Context: an optimization exercise on an open-source flow, tuned for small area and a short achievable clock period. The choices shown serve that exercise and are no tape-out recipe. RTL that was checked went through simulation tests only; none was proved equivalent to the original.

==> inputs of wip/fjord <==
==> flow/design.v (excerpt) <==
module mips(
    input  wire        clk, reset,
    output wire [31:0] pc,
    input  wire [31:0] instruction,
    output wire        mem_write,
    output wire [31:0] writeData,
    input  wire [31:0] readData,
    output wire [31:0] Result
);
wire [5:0]  op  = instruction[31:26];
wire [5:0]  fn  = instruction[5:0];
wire [4:0]  ra1 = instruction[25:21];
wire [4:0]  ra2 = instruction[20:16];
wire [4:0]  rd  = instruction[15:11];
wire [15:0] imm = instruction[15:0];
wire is_r    = ~op[5] & ~op[3] & ~op[2] & ~op[1];    
wire is_beq  = ~op[5] & ~op[3] &  op[2];             
wire is_j    = ~op[5] & ~op[3] & ~op[2] &  op[1];    
wire is_jal  = is_j & op[0];                         
wire is_lw   =  op[5] & ~op[3];                      
wire is_sw   =  op[5] &  op[3];                      
wire is_iop  = ~op[5] &  op[3];                      
wire is_addi = is_iop & ~op[2];                      
wire is_ori  = is_iop &  op[2] & ~op[1];             
wire is_lui  = is_iop &  op[1];                      
wire is_alur = is_r & fn[5];                         
wire is_jr   = is_r & ~fn[5];                        
reg  [31:0] rf [1:31];
wire [31:0] rs_v, rt_v;
wire [32*31-1:0] rf_flat;
genvar g;
generate
    for (g = 1; g < 32; g = g + 1) begin : flat
  ...
==> module rport, before the edit <==
module rport(input wire [4:0] ra, input wire [32*31-1:0] d, output wire [31:0] y);
wire [4:0] ran;
wire [3:0] lo_n;
wire [7:0] hi_n;
wire [31:0] sel;
genvar i, k;
generate
    for (i = 0; i < 5; i = i + 1) begin : iv
        c_inv u (.a(ra[i]), .y(ran[i]));
    end
    for (i = 0; i < 4; i = i + 1) begin : lo
        c_nand2 u (.a(i[0] ? ra[0] : ran[0]), .b(i[1] ? ra[1] : ran[1]), .y(lo_n[i]));
    end
    for (i = 0; i < 8; i = i + 1) begin : hi
        c_nand3 u (.a(i[0] ? ra[2] : ran[2]), .b(i[1] ? ra[3] : ran[3]),
                   .c(i[2] ? ra[4] : ran[4]), .y(hi_n[i]));
    end
    assign sel[0] = 1'b0;
    for (i = 1; i < 32; i = i + 1) begin : sl
        c_nor2 u (.a(lo_n[i % 4]), .b(hi_n[i / 4]), .y(sel[i]));
    end
    for (k = 0; k < 32; k = k + 1) begin : bt
        wire [3:0]  q;    
        wire [1:0]  r;    
        for (i = 0; i < 3; i = i + 1) begin : g8
            aor8 u (.d({d[32*(8*i+7)+k], d[32*(8*i+6)+k], d[32*(8*i+5)+k], d[32*(8*i+4)+k],
                        d[32*(8*i+3)+k], d[32*(8*i+2)+k], d[32*(8*i+1)+k], d[32*(8*i)+k]}),
                    .s(sel[8*i+8:8*i+1]), .y(q[i]));
        end
        aor7 u3 (.d({d[32*30+k], d[32*29+k], d[32*28+k], d[32*27+k], d[32*26+k], d[32*25+k], d[32*24+k]}),
                 .s(sel[31:25]), .y(q[3]));
        c_nor2  u16a (.a(q[0]), .b(q[1]), .y(r[0]));
        c_nor2  u16b (.a(q[2]), .b(q[3]), .y(r[1]));
        c_nand2 uo   (.a(r[0]), .b(r[1]), .y(y[k]));
    end
endgenerate
endmodule
==> module aor7, before the edit <==
module aor7(input wire [6:0] d, s, output wire y);
assign y = |(d & s);
endmodule
export LEC_CHECK = 0
export CAP_MARGIN = 20
export CORE_MARGIN = 2
export CORE_UTILIZATION = 40
export CTS_CLUSTER_DIAMETER = 80
export CTS_CLUSTER_SIZE = 24
export SETUP_SLACK_MARGIN = 2.5
export SLEW_MARGIN = 20
export SYNTH_HIERARCHICAL = 1
export SYNTH_MINIMUM_KEEP_SIZE = 0
create_clock -name core_clock -period 10.0 [get_ports {clk}]
standard.sh (not shown) runs the stock make flow with config.mk's settings and CLKGATE_MAP_FILE= SYNTH_SCRIPT=/design/flow/synth_recipe.tcl, a recipe that flattens the netlist after the stock synthesis.
==> flow/flow/run.sh <==
#!/bin/bash
# The standard layout (standard synthesis unchanged), with three changes:
# the resizer may swap cells of any footprint, non-critical gates are
# downsized after global routing, and ports get small buffers that the
# resizer upsizes where timing needs it. make's full output goes to make.log;
# every step's own log stays under orfs/logs.
set -euo pipefail
bash standard.sh MATCH_CELL_FOOTPRINT=0 RECOVER_POWER=100 \
    "BUFFER_PORTS_ARGS=-buffer_cell sky130_fd_sc_hd__buf_1" finish > make.log 2>&1
==> wip/yarrow (differences from wip/fjord) <==
--- a/flow/design.v
+++ b/flow/design.v
@@ -1,13 +1,18 @@
-module ks_addr(input wire [31:0] a, b, output wire [31:0] s);
+module ks32 #(parameter HAS_CIN = 0)
+            (input wire [31:0] a, b, input wire cin, output wire [31:0] s, output wire co);
 wire [31:0] x;
 wire [31:0] g0, t0, g1, t1, g2, t2, g3, t3, g4, t4, g5;
 genvar i;
 generate
     for (i = 0; i < 32; i = i + 1) begin : l0
         c_xor2  ux (.a(a[i]), .b(b[i]), .y(x[i]));
-        c_nand2 ug (.a(a[i]), .b(b[i]), .y(g0[i]));
+        if (i == 0 && HAS_CIN) begin : gc
+            c_majn ug (.a(a[i]), .b(b[i]), .c(cin), .y(g0[i]));
+        end else begin : gg
+            c_nand2 ug (.a(a[i]), .b(b[i]), .y(g0[i]));
+        end
         c_nor2  ut (.a(a[i]), .b(b[i]), .y(t0[i]));
     end
     for (i = 0; i < 32; i = i + 1) begin : l1
         if (i < 1) begin : p
             c_inv ug (.a(g0[i]), .y(g1[i]));
@@ -53,15 +58,23 @@
             c_inv ug (.a(g4[i]), .y(g5[i]));
         end else begin : c
             c_o21ai ug (.a1(t4[i]), .a2(g4[i-16]), .b1(g4[i]), .y(g5[i]));
         end
     end
-    assign s[0] = x[0];
+    if (HAS_CIN) begin : s0c
+        c_xor2 us (.a(x[0]), .b(cin), .y(s[0]));
+    end else begin : s0
+        assign s[0] = x[0];
+    end
+    assign co = g5[31];
     for (i = 1; i < 32; i = i + 1) begin : sm
         c_xor2 us (.a(x[i]), .b(g5[i-1]), .y(s[i]));
     end
 endgenerate
+endmodule
+module eq32(input wire [31:0] a, b, output wire y);
+assign y = (a == b);
 endmodule
 module mips(
     input  wire        clk, reset,
     output wire [31:0] pc,
     input  wire [31:0] instruction,
@@ -87,29 +100,31 @@
 wire is_ori  = is_iop &  op[2] & ~op[1];             
 wire is_lui  = is_iop &  op[1];                      
 wire is_alur = is_r & fn[5];                         
 wire is_jr   = is_r & ~fn[5];                        
 reg  [31:0] rf [1:31];
-wire [31:0] rs_v, rt_v;
+wire [31:0] rs_v, rt_v, rs_a, rt_a;
 wire [32*31-1:0] rf_flat;
 genvar g;
 generate
     for (g = 1; g < 32; g = g + 1) begin : flat
         assign rf_flat[32*(g-1) +: 32] = rf[g];
     end
 endgenerate
-rport p1 (.ra(ra1), .d(rf_flat), .y(rs_v));
-rport p2 (.ra(ra2), .d(rf_flat), .y(rt_v));
+rport p1 (.ra(ra1), .d(rf_flat), .y(rs_v), .ya(rs_a));
+rport p2 (.ra(ra2), .d(rf_flat), .y(rt_v), .ya(rt_a));
 integer i;
 wire [31:0] immx = is_r ? 32'd4 : {{16{imm[15]}}, imm};
 wire [31:0] addr;
-ks_addr aadd (.a(rs_v), .b(immx), .s(addr));
-wire        sub  = fn[1] | is_beq;                   
+wire        aco;
+ks32 #(.HAS_CIN(0)) aadd (.a(rs_a), .b(immx), .cin(1'b0), .s(addr), .co(aco));
+wire        sub  = fn[1];                            
 wire [31:0] bx   = rt_v ^ {32{sub}};
 wire [31:0] sum;
 wire        cout, pall;
-ks_add32 add (.a(rs_v), .b(bx), .cin(sub), .s(sum), .cout(cout), .pall(pall));
+ks32 #(.HAS_CIN(1)) add (.a(rs_v), .b(bx), .cin(sub), .s(sum), .co(cout));
+eq32 cmp (.a(rs_v), .b(rt_v), .y(pall));
 wire        ltu  = ~cout;
 wire [31:0] lb  = is_ori ? {16'd0, imm} : rt_v;
 wire s_sum  = is_alur & ~fn[2] & ~fn[3];            
 wire s_and  = is_alur & fn[2] & ~fn[0];
 wire s_or   = (is_alur & fn[2] & fn[0]) | is_ori;
@@ -138,46 +153,28 @@
 always @(posedge clk, posedge reset)
     if (reset) pc_q <= 32'd0;
     else       pc_q <= pc_next;
 assign pc        = pc_q;
 assign mem_write = is_sw;
-assign writeData = rt_v;
+assign writeData = rt_a;
 assign Result    = addr;
-endmodule
-module ks_add32(input wire [31:0] a, b, input wire cin,
-                output wire [31:0] s, output wire cout, output wire pall);
-wire [31:0] p0 = a ^ b;
-wire [31:0] g0 = (a & b) | {31'd0, p0[0] & cin};
-wire [31:0] g1, p1, g2, p2, g3, p3, g4, p4, g5, p5;
-assign g1 = g0 | (p0 & {g0[30:0], 1'b0});
-assign p1 = p0 & {p0[30:0], 1'b1};
-assign g2 = g1 | (p1 & {g1[29:0], 2'b0});
-assign p2 = p1 & {p1[29:0], 2'b11};
-assign g3 = g2 | (p2 & {g2[27:0], 4'b0});
-assign p3 = p2 & {p2[27:0], 4'hf};
-assign g4 = g3 | (p3 & {g3[23:0], 8'b0});
-assign p4 = p3 & {p3[23:0], 8'hff};
-assign g5 = g4 | (p4 & {g4[15:0], 16'b0});
-assign p5 = p4 & {p4[15:0], 16'hffff};
-assign s    = p0 ^ {g5[30:0], cin};
-assign cout = g5[31];
-assign pall = p5[31];
 endmodule
 module c_inv   (input wire a, output wire y); assign y = ~a; endmodule
 module c_nand2 (input wire a, b, output wire y); assign y = ~(a & b); endmodule
 module c_nand3 (input wire a, b, c, output wire y); assign y = ~(a & b & c); endmodule
 module c_nand4 (input wire a, b, c, d, output wire y); assign y = ~(a & b & c & d); endmodule
 module c_nor2  (input wire a, b, output wire y); assign y = ~(a | b); endmodule
 module c_xor2  (input wire a, b, output wire y); assign y = a ^ b; endmodule
 module c_a22oi (input wire a1, a2, b1, b2, output wire y); assign y = ~((a1 & a2) | (b1 & b2)); endmodule
 module c_a21oi (input wire a1, a2, b1, output wire y); assign y = ~((a1 & a2) | b1); endmodule
 module c_o21ai (input wire a1, a2, b1, output wire y); assign y = ~((a1 | a2) & b1); endmodule
-module rport(input wire [4:0] ra, input wire [32*31-1:0] d, output wire [31:0] y);
+module c_majn  (input wire a, b, c, output wire y); assign y = ~((a & b) | (c & (a | b))); endmodule
+module rport(input wire [4:0] ra, input wire [32*31-1:0] d, output wire [31:0] y, ya);
 wire [4:0] ran;
 wire [3:0] lo_n;
 wire [7:0] hi_n;
-wire [31:0] sel;
+wire [31:1] sel, selh;
 genvar i, k;
 generate
     for (i = 0; i < 5; i = i + 1) begin : iv
         c_inv u (.a(ra[i]), .y(ran[i]));
     end
@@ -186,27 +183,28 @@
     end
     for (i = 0; i < 8; i = i + 1) begin : hi
         c_nand3 u (.a(i[0] ? ra[2] : ran[2]), .b(i[1] ? ra[3] : ran[3]),
                    .c(i[2] ? ra[4] : ran[4]), .y(hi_n[i]));
     end
-    assign sel[0] = 1'b0;
     for (i = 1; i < 32; i = i + 1) begin : sl
-        c_nor2 u (.a(lo_n[i % 4]), .b(hi_n[i / 4]), .y(sel[i]));
+        c_nor2 ul (.a(lo_n[i % 4]), .b(hi_n[i / 4]), .y(sel[i]));
+        c_nor2 uh (.a(lo_n[i % 4]), .b(hi_n[i / 4]), .y(selh[i]));
     end
     for (k = 0; k < 32; k = k + 1) begin : bt
         wire [3:0]  q;    
         wire [1:0]  r;    
         for (i = 0; i < 3; i = i + 1) begin : g8
             aor8 u (.d({d[32*(8*i+7)+k], d[32*(8*i+6)+k], d[32*(8*i+5)+k], d[32*(8*i+4)+k],
                         d[32*(8*i+3)+k], d[32*(8*i+2)+k], d[32*(8*i+1)+k], d[32*(8*i)+k]}),
-                    .s(sel[8*i+8:8*i+1]), .y(q[i]));
+                    .s(k < 16 ? sel[8*i+8:8*i+1] : selh[8*i+8:8*i+1]), .y(q[i]));
         end
         aor7 u3 (.d({d[32*30+k], d[32*29+k], d[32*28+k], d[32*27+k], d[32*26+k], d[32*25+k], d[32*24+k]}),
-                 .s(sel[31:25]), .y(q[3]));
+                 .s(k < 16 ? sel[31:25] : selh[31:25]), .y(q[3]));
         c_nor2  u16a (.a(q[0]), .b(q[1]), .y(r[0]));
         c_nor2  u16b (.a(q[2]), .b(q[3]), .y(r[1]));
         c_nand2 uo   (.a(r[0]), .b(r[1]), .y(y[k]));
+        c_nand2 uoa  (.a(r[0]), .b(r[1]), .y(ya[k]));
     end
 endgenerate
 endmodule
 module aor8(input wire [7:0] d, s, output wire y);
 assign y = |(d & s);
==> flow/flow/run.sh (replaced) <==
#!/bin/bash
# The standard layout (standard synthesis unchanged), with two changes:
# the resizer may swap cells of any footprint, and ports get small buffers
# that the resizer upsizes where timing needs it. make's full output goes to make.log;
# every step's own log stays under orfs/logs.
set -euo pipefail
bash standard.sh MATCH_CELL_FOOTPRINT=0 \
    "BUFFER_PORTS_ARGS=-buffer_cell sky130_fd_sc_hd__buf_1" finish > make.log 2>&1
--- a/flow/config.mk
+++ b/flow/config.mk
@@ -8,9 +8,9 @@
 export CAP_MARGIN = 20
 export CORE_MARGIN = 2
 export CORE_UTILIZATION = 40
 export CTS_CLUSTER_DIAMETER = 80
 export CTS_CLUSTER_SIZE = 24
-export SETUP_SLACK_MARGIN = 2.5
+export SETUP_SLACK_MARGIN = 4.2
 export SLEW_MARGIN = 20
 export SYNTH_HIERARCHICAL = 1
 export SYNTH_MINIMUM_KEEP_SIZE = 0
==> wip/umber (differences from wip/fjord) <==
--- a/flow/design.v
+++ b/flow/design.v
@@ -1,13 +1,18 @@
-module ks_addr(input wire [31:0] a, b, output wire [31:0] s);
+module ks32 #(parameter HAS_CIN = 0)
+            (input wire [31:0] a, b, input wire cin, output wire [31:0] s, output wire co);
 wire [31:0] x;
 wire [31:0] g0, t0, g1, t1, g2, t2, g3, t3, g4, t4, g5;
 genvar i;
 generate
     for (i = 0; i < 32; i = i + 1) begin : l0
         c_xor2  ux (.a(a[i]), .b(b[i]), .y(x[i]));
-        c_nand2 ug (.a(a[i]), .b(b[i]), .y(g0[i]));
+        if (i == 0 && HAS_CIN) begin : gc
+            c_majn ug (.a(a[i]), .b(b[i]), .c(cin), .y(g0[i]));
+        end else begin : gg
+            c_nand2 ug (.a(a[i]), .b(b[i]), .y(g0[i]));
+        end
         c_nor2  ut (.a(a[i]), .b(b[i]), .y(t0[i]));
     end
     for (i = 0; i < 32; i = i + 1) begin : l1
         if (i < 1) begin : p
             c_inv ug (.a(g0[i]), .y(g1[i]));
@@ -53,15 +58,23 @@
             c_inv ug (.a(g4[i]), .y(g5[i]));
         end else begin : c
             c_o21ai ug (.a1(t4[i]), .a2(g4[i-16]), .b1(g4[i]), .y(g5[i]));
         end
     end
-    assign s[0] = x[0];
+    if (HAS_CIN) begin : s0c
+        c_xor2 us (.a(x[0]), .b(cin), .y(s[0]));
+    end else begin : s0
+        assign s[0] = x[0];
+    end
+    assign co = g5[31];
     for (i = 1; i < 32; i = i + 1) begin : sm
         c_xor2 us (.a(x[i]), .b(g5[i-1]), .y(s[i]));
     end
 endgenerate
+endmodule
+module eq32(input wire [31:0] a, b, output wire y);
+assign y = (a == b);
 endmodule
 module mips(
     input  wire        clk, reset,
     output wire [31:0] pc,
     input  wire [31:0] instruction,
@@ -87,29 +100,31 @@
 wire is_ori  = is_iop &  op[2] & ~op[1];             
 wire is_lui  = is_iop &  op[1];                      
 wire is_alur = is_r & fn[5];                         
 wire is_jr   = is_r & ~fn[5];                        
 reg  [31:0] rf [1:31];
-wire [31:0] rs_v, rt_v;
+wire [31:0] rs_v, rt_v, rs_a, rt_a;
 wire [32*31-1:0] rf_flat;
 genvar g;
 generate
     for (g = 1; g < 32; g = g + 1) begin : flat
         assign rf_flat[32*(g-1) +: 32] = rf[g];
     end
 endgenerate
-rport p1 (.ra(ra1), .d(rf_flat), .y(rs_v));
-rport p2 (.ra(ra2), .d(rf_flat), .y(rt_v));
+rport p1 (.ra(ra1), .d(rf_flat), .y(rs_v), .ya(rs_a));
+rport p2 (.ra(ra2), .d(rf_flat), .y(rt_v), .ya(rt_a));
 integer i;
 wire [31:0] immx = is_r ? 32'd4 : {{16{imm[15]}}, imm};
 wire [31:0] addr;
-ks_addr aadd (.a(rs_v), .b(immx), .s(addr));
-wire        sub  = fn[1] | is_beq;                   
+wire        aco;
+ks32 #(.HAS_CIN(0)) aadd (.a(rs_a), .b(immx), .cin(1'b0), .s(addr), .co(aco));
+wire        sub  = fn[1];                            
 wire [31:0] bx   = rt_v ^ {32{sub}};
 wire [31:0] sum;
 wire        cout, pall;
-ks_add32 add (.a(rs_v), .b(bx), .cin(sub), .s(sum), .cout(cout), .pall(pall));
+ks32 #(.HAS_CIN(1)) add (.a(rs_v), .b(bx), .cin(sub), .s(sum), .co(cout));
+eq32 cmp (.a(rs_v), .b(rt_v), .y(pall));
 wire        ltu  = ~cout;
 wire [31:0] lb  = is_ori ? {16'd0, imm} : rt_v;
 wire s_sum  = is_alur & ~fn[2] & ~fn[3];            
 wire s_and  = is_alur & fn[2] & ~fn[0];
 wire s_or   = (is_alur & fn[2] & fn[0]) | is_ori;
@@ -138,46 +153,28 @@
 always @(posedge clk, posedge reset)
     if (reset) pc_q <= 32'd0;
     else       pc_q <= pc_next;
 assign pc        = pc_q;
 assign mem_write = is_sw;
-assign writeData = rt_v;
+assign writeData = rt_a;
 assign Result    = addr;
-endmodule
-module ks_add32(input wire [31:0] a, b, input wire cin,
-                output wire [31:0] s, output wire cout, output wire pall);
-wire [31:0] p0 = a ^ b;
-wire [31:0] g0 = (a & b) | {31'd0, p0[0] & cin};
-wire [31:0] g1, p1, g2, p2, g3, p3, g4, p4, g5, p5;
-assign g1 = g0 | (p0 & {g0[30:0], 1'b0});
-assign p1 = p0 & {p0[30:0], 1'b1};
-assign g2 = g1 | (p1 & {g1[29:0], 2'b0});
-assign p2 = p1 & {p1[29:0], 2'b11};
-assign g3 = g2 | (p2 & {g2[27:0], 4'b0});
-assign p3 = p2 & {p2[27:0], 4'hf};
-assign g4 = g3 | (p3 & {g3[23:0], 8'b0});
-assign p4 = p3 & {p3[23:0], 8'hff};
-assign g5 = g4 | (p4 & {g4[15:0], 16'b0});
-assign p5 = p4 & {p4[15:0], 16'hffff};
-assign s    = p0 ^ {g5[30:0], cin};
-assign cout = g5[31];
-assign pall = p5[31];
 endmodule
 module c_inv   (input wire a, output wire y); assign y = ~a; endmodule
 module c_nand2 (input wire a, b, output wire y); assign y = ~(a & b); endmodule
 module c_nand3 (input wire a, b, c, output wire y); assign y = ~(a & b & c); endmodule
 module c_nand4 (input wire a, b, c, d, output wire y); assign y = ~(a & b & c & d); endmodule
 module c_nor2  (input wire a, b, output wire y); assign y = ~(a | b); endmodule
 module c_xor2  (input wire a, b, output wire y); assign y = a ^ b; endmodule
 module c_a22oi (input wire a1, a2, b1, b2, output wire y); assign y = ~((a1 & a2) | (b1 & b2)); endmodule
 module c_a21oi (input wire a1, a2, b1, output wire y); assign y = ~((a1 & a2) | b1); endmodule
 module c_o21ai (input wire a1, a2, b1, output wire y); assign y = ~((a1 | a2) & b1); endmodule
-module rport(input wire [4:0] ra, input wire [32*31-1:0] d, output wire [31:0] y);
+module c_majn  (input wire a, b, c, output wire y); assign y = ~((a & b) | (c & (a | b))); endmodule
+module rport(input wire [4:0] ra, input wire [32*31-1:0] d, output wire [31:0] y, ya);
 wire [4:0] ran;
 wire [3:0] lo_n;
 wire [7:0] hi_n;
-wire [31:0] sel;
+wire [31:1] sel, selh;
 genvar i, k;
 generate
     for (i = 0; i < 5; i = i + 1) begin : iv
         c_inv u (.a(ra[i]), .y(ran[i]));
     end
@@ -186,27 +183,28 @@
     end
     for (i = 0; i < 8; i = i + 1) begin : hi
         c_nand3 u (.a(i[0] ? ra[2] : ran[2]), .b(i[1] ? ra[3] : ran[3]),
                    .c(i[2] ? ra[4] : ran[4]), .y(hi_n[i]));
     end
-    assign sel[0] = 1'b0;
     for (i = 1; i < 32; i = i + 1) begin : sl
-        c_nor2 u (.a(lo_n[i % 4]), .b(hi_n[i / 4]), .y(sel[i]));
+        c_nor2 ul (.a(lo_n[i % 4]), .b(hi_n[i / 4]), .y(sel[i]));
+        c_nor2 uh (.a(lo_n[i % 4]), .b(hi_n[i / 4]), .y(selh[i]));
     end
     for (k = 0; k < 32; k = k + 1) begin : bt
         wire [3:0]  q;    
         wire [1:0]  r;    
         for (i = 0; i < 3; i = i + 1) begin : g8
             aor8 u (.d({d[32*(8*i+7)+k], d[32*(8*i+6)+k], d[32*(8*i+5)+k], d[32*(8*i+4)+k],
                         d[32*(8*i+3)+k], d[32*(8*i+2)+k], d[32*(8*i+1)+k], d[32*(8*i)+k]}),
-                    .s(sel[8*i+8:8*i+1]), .y(q[i]));
+                    .s(k < 16 ? sel[8*i+8:8*i+1] : selh[8*i+8:8*i+1]), .y(q[i]));
         end
         aor7 u3 (.d({d[32*30+k], d[32*29+k], d[32*28+k], d[32*27+k], d[32*26+k], d[32*25+k], d[32*24+k]}),
-                 .s(sel[31:25]), .y(q[3]));
+                 .s(k < 16 ? sel[31:25] : selh[31:25]), .y(q[3]));
         c_nor2  u16a (.a(q[0]), .b(q[1]), .y(r[0]));
         c_nor2  u16b (.a(q[2]), .b(q[3]), .y(r[1]));
         c_nand2 uo   (.a(r[0]), .b(r[1]), .y(y[k]));
+        c_nand2 uoa  (.a(r[0]), .b(r[1]), .y(ya[k]));
     end
 endgenerate
 endmodule
 module aor8(input wire [7:0] d, s, output wire y);
 assign y = |(d & s);
==> flow/flow/run.sh (replaced) <==
#!/bin/bash
# The standard layout (standard synthesis unchanged), with two changes:
# the resizer may swap cells of any footprint, and ports get small buffers
# that the resizer upsizes where timing needs it. make's full output goes to make.log;
# every step's own log stays under orfs/logs.
set -euo pipefail
bash standard.sh MATCH_CELL_FOOTPRINT=0 \
    "BUFFER_PORTS_ARGS=-buffer_cell sky130_fd_sc_hd__buf_1" finish > make.log 2>&1
==> flow/config.mk (replaced) <==
export PLATFORM = sky130hd
export DESIGN_NAME = mips
export DESIGN_NICKNAME = mips
export VERILOG_FILES = /design/flow/design.v
export SDC_FILE = /design/flow/constraint.sdc
export NUM_CORES = 4
export LEC_CHECK = 0
export CAP_MARGIN = 20
export CORE_MARGIN = 2
export CORE_UTILIZATION = 48
export CTS_CLUSTER_DIAMETER = 80
export CTS_CLUSTER_SIZE = 24
export SETUP_SLACK_MARGIN = 3.5
export SLEW_MARGIN = 20
export SYNTH_HIERARCHICAL = 1
export SYNTH_MINIMUM_KEEP_SIZE = 0
==> wip/willow (differences from wip/fjord) <==
--- a/flow/design.v
+++ b/flow/design.v
@@ -198,19 +198,16 @@
         for (i = 0; i < 3; i = i + 1) begin : g8
             aor8 u (.d({d[32*(8*i+7)+k], d[32*(8*i+6)+k], d[32*(8*i+5)+k], d[32*(8*i+4)+k],
                         d[32*(8*i+3)+k], d[32*(8*i+2)+k], d[32*(8*i+1)+k], d[32*(8*i)+k]}),
                     .s(sel[8*i+8:8*i+1]), .y(q[i]));
         end
-        aor7 u3 (.d({d[32*30+k], d[32*29+k], d[32*28+k], d[32*27+k], d[32*26+k], d[32*25+k], d[32*24+k]}),
-                 .s(sel[31:25]), .y(q[3]));
+        aor8 u3 (.d({1'b0, d[32*30+k], d[32*29+k], d[32*28+k], d[32*27+k], d[32*26+k], d[32*25+k], d[32*24+k]}),
+                 .s({1'b0, sel[31:25]}), .y(q[3]));
         c_nor2  u16a (.a(q[0]), .b(q[1]), .y(r[0]));
         c_nor2  u16b (.a(q[2]), .b(q[3]), .y(r[1]));
         c_nand2 uo   (.a(r[0]), .b(r[1]), .y(y[k]));
     end
 endgenerate
 endmodule
 module aor8(input wire [7:0] d, s, output wire y);
 assign y = |(d & s);
 endmodule
-module aor7(input wire [6:0] d, s, output wire y);
-assign y = |(d & s);
-endmodule
==> flow/run.sh (new file) <==
#!/bin/bash
# synth_recipe.tcl (not shown) runs the flow's synth.tcl, then flattens the netlist and writes it again
# the make line also repeats each setting of config.mk as NAME=value (left out here)
make -C /OpenROAD-flow-scripts/flow DESIGN_CONFIG=/design/flow/config.mk WORK_HOME=/design/flow/orfs CLKGATE_MAP_FILE= SYNTH_SCRIPT=/design/flow/synth_recipe.tcl finish
--- a/flow/config.mk
+++ b/flow/config.mk
@@ -6,11 +6,9 @@
 export NUM_CORES = 4
 export LEC_CHECK = 0
 export CAP_MARGIN = 20
 export CORE_MARGIN = 2
 export CORE_UTILIZATION = 40
-export CTS_CLUSTER_DIAMETER = 80
-export CTS_CLUSTER_SIZE = 24
-export SETUP_SLACK_MARGIN = 2.5
+export SETUP_SLACK_MARGIN = 1.5
 export SLEW_MARGIN = 20
 export SYNTH_HIERARCHICAL = 1
 export SYNTH_MINIMUM_KEEP_SIZE = 0
removed: flow/flow/run.sh
removed: flow/standard.sh
==> comparison <==
wip/willow produced a clean layout. wip/umber finished clean. wip/yarrow passed the timing, DRC and antenna checks. wip/fjord finished with max-capacitance violations, max-slew violations left.
Area after synthesis is the same in wip/yarrow and wip/umber.
In wip/fjord the design area is lower than in wip/umber, by about 3.5%.
The highest maximum frequency belongs to wip/umber, the lowest to wip/fjord.
Routed wire length: wip/umber < wip/willow < wip/fjord < wip/yarrow.
In flip-flop and latch count, wip/willow and wip/umber do not differ.
Of wip/yarrow and wip/fjord, wip/yarrow has the higher non-clock buffer count (gap 268).
For wip/fjord and wip/willow, only the layout was checked, not whether the RTL still works.

==> separate check: timing with driven ports <==
In the flow no input, the clock included, has a driving cell. The finished layouts below were timed again as built, in two steps.
Step 1, drivers: a clkbuf_16 drives clk and a buf_2 each remaining input, both assumed.
Step 2 adds t to the input delays and takes it off the output delays; t is the mean of the earliest and latest rising clock arrival at the registers after step 1. Input paths then give back, and output paths get back, about the clock's delay inside the block.
a / b / c = ideal ports / drivers / drivers and shift; a / b = the first two.
run	t (ns)	setup slack, ns	slew at the worst register clock pin (ns)	worst slew at a driven data input, ns	cell pins on the clock port's net
wip/fjord	0.775	1.252 / 1.219 / 0.532	0.10 / 0.10	0.10	1
wip/yarrow	0.790	2.712 / 2.656 / 2.656	0.11 / 0.11	0.16	1
wip/umber	0.770	2.744 / 2.695 / 2.695	0.10 / 0.10	0.07	1
wip/willow	0.783	1.449 / 1.419 / 0.837	0.07 / 0.07	0.06	1
The setup slack of wip/fjord, which loses most, moves by -0.033 ns with the drivers and by -0.720 ns with both steps.
